Source: an optimization exercise on an open RTL-to-GDS flow (aim: small area). Production flows keep margins and buffers that such runs may drop. Only simulation tests tie the RTL to the original design; equivalence was not proved. No activity file was given, so power comes from the tool's default toggle rates.

Design Follower, start of the top module:
module Follower(clk,RST_n,led,a2d_SS_n,SCLK,MISO,MOSI,rev_rht,
                rev_lft,fwd_rht,fwd_lft,IR_in_en,IR_mid_en,IR_out_en,
				in_transit,OK2Move,buzz,buzz_n,BC,RX);
clock: 20.0 ns
lec_check: 0
cap_margin: 20
core_margin: 2
core_utilization: 40
slew_margin: 20
standard.sh (not shown) runs the stock make flow with config.mk's settings and CLKGATE_MAP_FILE= SYNTH_SCRIPT=/design/flow/synth_recipe.tcl, a recipe that flattens the netlist after the stock synthesis.
==> flow/flow/run.sh <==
#!/bin/bash
# Layout flow: the standard flow (standard synthesis unchanged), with
#  - the port buffers made with the smallest buffer (buf_1) instead of the default,
#  - clock tree synthesis with clkbuf_8 leaf clusters of at most 14 sinks and no
#    dummy loads.
# Every tool's output goes to standard.log in this folder (ORFS also keeps its own
# per-step logs under orfs/logs).
set -o pipefail
CTS="-sink_clustering_enable -repair_clock_nets -sink_clustering_size 14 -sink_clustering_max_diameter 80 -buf_list sky130_fd_sc_hd__clkbuf_8 -dont_use_dummy_load"
bash standard.sh "BUFFER_PORTS_ARGS=-buffer_cell sky130_fd_sc_hd__buf_1" "CTS_ARGS=$CTS" finish > standard.log 2>&1
==> next run, changes <==
==> flow/flow/run.sh (replaced) <==
#!/bin/bash
# Layout flow: the standard flow (standard synthesis unchanged), with
#  - the port buffers made with the smallest buffer (buf_1) instead of the default,
#  - clock tree synthesis with clkbuf_8 leaf clusters of at most 16 sinks and no
#    dummy loads.
# Every tool's output goes to standard.log in this folder (ORFS also keeps its own
# per-step logs under orfs/logs).
set -o pipefail
CTS="-sink_clustering_enable -repair_clock_nets -sink_clustering_size 16 -sink_clustering_max_diameter 90 -buf_list sky130_fd_sc_hd__clkbuf_8 -dont_use_dummy_load"
bash standard.sh "BUFFER_PORTS_ARGS=-buffer_cell sky130_fd_sc_hd__buf_1" "CTS_ARGS=$CTS" finish > standard.log 2>&1
--- a/flow/config.mk
+++ b/flow/config.mk
@@ -9,3 +9,4 @@
 export CORE_MARGIN = 2
-export CORE_UTILIZATION = 40
+export CORE_UTILIZATION = 60
+export PLACE_DENSITY = 0.8
 export SLEW_MARGIN = 20
Effect: The changed run went through all stages and came out clean. Power shrinks by 2.5%. Worst setup slack got worse by 36 ps. Combinational power barely changes. Count of clock-buffer cells in the layout shrinks by 3. Cell area shrinks by 1.9%.
==> next run, changes <==
--- a/flow/config.mk
+++ b/flow/config.mk
@@ -9,4 +9,4 @@
 export CORE_MARGIN = 2
-export CORE_UTILIZATION = 60
-export PLACE_DENSITY = 0.8
+export CORE_UTILIZATION = 50
+export PLACE_DENSITY = 0.75
 export SLEW_MARGIN = 20
=> Sequential share of layout area drops by 0.32 points. Total power climbs slightly. Routed wire length drops slightly. Final cell count climbs by a few percent. Core utilization drops by 10 points. Synthesized cell count stays the same. Final area climbs slightly. Sequential cell count does not change.
==> next run, changes <==
--- a/flow/config.mk
+++ b/flow/config.mk
@@ -9,4 +9,3 @@
 export CORE_MARGIN = 2
-export CORE_UTILIZATION = 50
-export PLACE_DENSITY = 0.75
+export CORE_UTILIZATION = 40
 export SLEW_MARGIN = 20
Outcome:
- The new run completed with no timing, DRC or antenna violations
- hold slack stays flat
- cell count increases by 4.9%
- via count decreases by 1.2%
- critical path depth does not change
- setup slack improves by 30 ps
- sequential power hardly moves
- power barely changes
- clock skew increases by 18 ps

== v15 ==
Follower again, from the RTL that the note above started with.
clock: 20.0 ns
lec_check: 0
cap_margin: 20
core_margin: 2
core_utilization: 40
place_density: 0.75
slew_margin: 20
==> flow/flow/run.sh <==
#!/bin/bash
# Layout flow: the standard flow (standard synthesis unchanged), with
#  - the port buffers made with the smallest buffer (buf_1) instead of the default,
#  - clock tree synthesis with clkbuf_8 leaf clusters of at most 16 sinks and no
#    dummy loads.
# Every tool's output goes to standard.log in this folder (ORFS also keeps its own
# per-step logs under orfs/logs).
set -o pipefail
CTS="-sink_clustering_enable -repair_clock_nets -sink_clustering_size 16 -sink_clustering_max_diameter 90 -buf_list sky130_fd_sc_hd__clkbuf_8 -dont_use_dummy_load"
bash standard.sh "BUFFER_PORTS_ARGS=-buffer_cell sky130_fd_sc_hd__buf_1" "CTS_ARGS=$CTS" finish > standard.log 2>&1
The final layout from v15, which completed every stage, passed the timing, DRC and antenna checks at the end of the flow.
#### Input delta (v30 over v15)
# v15
export LEC_CHECK = 0
export CAP_MARGIN = 20
export CORE_MARGIN = 2
export CORE_UTILIZATION = 40
export PLACE_DENSITY = 0.75
export SLEW_MARGIN = 20
create_clock -name core_clock -period 20.0 [get_ports {clk}]
# v30
export LEC_CHECK = 0
export CAP_MARGIN = 20
export CORE_MARGIN = 2
export CORE_UTILIZATION = 50
export SLEW_MARGIN = 20
create_clock -name core_clock -period 20.0 [get_ports {clk}]
-- flow/flow/run.sh --
<<< v15, line 4
#  - clock tree synthesis with clkbuf_8 leaf clusters of at most 16 sinks and no
>>> v30, line 4
#  - clock tree synthesis with clkbuf_16 leaf clusters of at most 24 sinks and no
<<< v15, line 9
CTS="-sink_clustering_enable -repair_clock_nets -sink_clustering_size 16 -sink_clustering_max_diameter 90 -buf_list sky130_fd_sc_hd__clkbuf_8 -dont_use_dummy_load"
>>> v30, line 9
CTS="-sink_clustering_enable -repair_clock_nets -sink_clustering_size 24 -sink_clustering_max_diameter 90 -buf_list sky130_fd_sc_hd__clkbuf_16 -dont_use_dummy_load"
--- outcome ---
- v30 completed end to end with timing, DRC and antenna clean.
- As far as design area is concerned, v30 and v15 perform about the same.
- For the power per cell area, v30 came in about 6% higher than v15 did.
- Compared with v15, in v30 non-clock buffer count shrank by 1; number of buffers created by CTS saw a decrease; share of the core filled with cells in the final layout shows an increase of 10 points; overall routed net length now sits higher.
- v30 -> v15: sequential cell area share flat
- Between v15 and v30, the flow reports detail-routed net length per standard cell increasing by a few percent.
- Timing endpoint of the critical path = iRST.rst_n: v15; timing endpoint of the critical path = iRST.q: v30
- Of v15 and v30, the higher worst setup slack after layout belongs to v15.
- v15 has higher relative max-transition margin than v30.
Input changes introduced in v24 (baseline for comparison: v30):
# v30
export LEC_CHECK = 0
export CAP_MARGIN = 20
export CORE_MARGIN = 2
export CORE_UTILIZATION = 50
export SLEW_MARGIN = 20
create_clock -name core_clock -period 20.0 [get_ports {clk}]
# v24
export LEC_CHECK = 0
export CAP_MARGIN = 20
export CORE_MARGIN = 2
export CORE_UTILIZATION = 50
export GPL_ROUTABILITY_DRIVEN = 0
export SLEW_MARGIN = 20
create_clock -name core_clock -period 20.0 [get_ports {clk}]
-- flow/flow/run.sh --
<<< v30, line 4
#  - clock tree synthesis with clkbuf_16 leaf clusters of at most 24 sinks and no
>>> v24, line 4
#  - clock tree synthesis with clkbuf_8 leaf clusters of at most 16 sinks and no
<<< v30, line 9
CTS="-sink_clustering_enable -repair_clock_nets -sink_clustering_size 24 -sink_clustering_max_diameter 90 -buf_list sky130_fd_sc_hd__clkbuf_16 -dont_use_dummy_load"
>>> v24, line 9
CTS="-sink_clustering_enable -repair_clock_nets -sink_clustering_size 16 -sink_clustering_max_diameter 90 -buf_list sky130_fd_sc_hd__clkbuf_8 -dont_use_dummy_load"
==> results.txt <==
- Delta (v24 minus v30): relative area change from synthesis to final layout -0.96 points, number of sinks on the clock net ~0 delta.
- On v24: clock share of power is 4.1 points lower than what v30 gave.
The following lists how v16 was set up differently from v24:
# v24
export LEC_CHECK = 0
export CAP_MARGIN = 20
export CORE_MARGIN = 2
export CORE_UTILIZATION = 50
export GPL_ROUTABILITY_DRIVEN = 0
export SLEW_MARGIN = 20
create_clock -name core_clock -period 20.0 [get_ports {clk}]
# v16
export LEC_CHECK = 0
export CAP_MARGIN = 20
export CORE_MARGIN = 2
export CORE_UTILIZATION = 60
export PLACE_DENSITY = 0.8
export SLEW_MARGIN = 20
create_clock -name core_clock -period 20.0 [get_ports {clk}]
-- flow/flow/run.sh --
<<< v24, line 4
#  - clock tree synthesis with clkbuf_8 leaf clusters of at most 16 sinks and no
>>> v16, line 4
#  - clock tree synthesis with clkbuf_8 leaf clusters of at most 14 sinks and no
<<< v24, line 9
CTS="-sink_clustering_enable -repair_clock_nets -sink_clustering_size 16 -sink_clustering_max_diameter 90 -buf_list sky130_fd_sc_hd__clkbuf_8 -dont_use_dummy_load"
>>> v16, line 9
CTS="-sink_clustering_enable -repair_clock_nets -sink_clustering_size 14 -sink_clustering_max_diameter 80 -buf_list sky130_fd_sc_hd__clkbuf_8 -dont_use_dummy_load"
### Flow results
Any difference in portion of total power attributed to combinational logic between v16 and v24 is small enough to ignore. The layout filler cell count of v16 falls short of that of v24 by 488. Summary: with v24 as the reference, layout buffer count excluding clock buffers in v16 moved down by a few percent. A capture point of the critical path of iRST.q is what v16 shows, while iRST.rst_n belongs to v24. Relative to v24, the wire length measured on v16 has decreased slightly. v16 and v24 ended up with roughly the same hold slack. Comparing v24 and v16, the higher total routing resource utilization after global routing is on v16. Re max-slew violation total from the final report: no difference whatsoever between v24 and v16. Min die height across v24 and v16: v16. Delta(total power of the final layout, v16 - v24) > 0. In the metrics for v24 and v16, the one carrying the higher power share of the sequential group is v24.
Modified inputs, v27 compared to v16
# v16
export LEC_CHECK = 0
export CAP_MARGIN = 20
export CORE_MARGIN = 2
export CORE_UTILIZATION = 60
export PLACE_DENSITY = 0.8
export SLEW_MARGIN = 20
create_clock -name core_clock -period 20.0 [get_ports {clk}]
# v27
export LEC_CHECK = 0
export CAP_MARGIN = 20
export CORE_MARGIN = 2
export CORE_UTILIZATION = 50
export SLEW_MARGIN = 20
create_clock -name core_clock -period 20.0 [get_ports {clk}]
-- flow/flow/run.sh --
<<< v16, line 4
#  - clock tree synthesis with clkbuf_8 leaf clusters of at most 14 sinks and no
>>> v27, line 4
#  - clock tree synthesis with clkbuf_8 leaf clusters of at most 16 sinks and no
<<< v16, line 9
CTS="-sink_clustering_enable -repair_clock_nets -sink_clustering_size 14 -sink_clustering_max_diameter 80 -buf_list sky130_fd_sc_hd__clkbuf_8 -dont_use_dummy_load"
>>> v27, line 9
CTS="-sink_clustering_enable -repair_clock_nets -sink_clustering_size 16 -sink_clustering_max_diameter 90 -buf_list sky130_fd_sc_hd__clkbuf_8 -dont_use_dummy_load"
### Flow results
v27 has completed all stages; timing, DRC and antenna checks passed.
On final worst setup slack, v27 does better than v16.
Any difference in sequential power between v16 and v27 is small enough to ignore.
~same area of all placed cells without fillers in v16 and v27
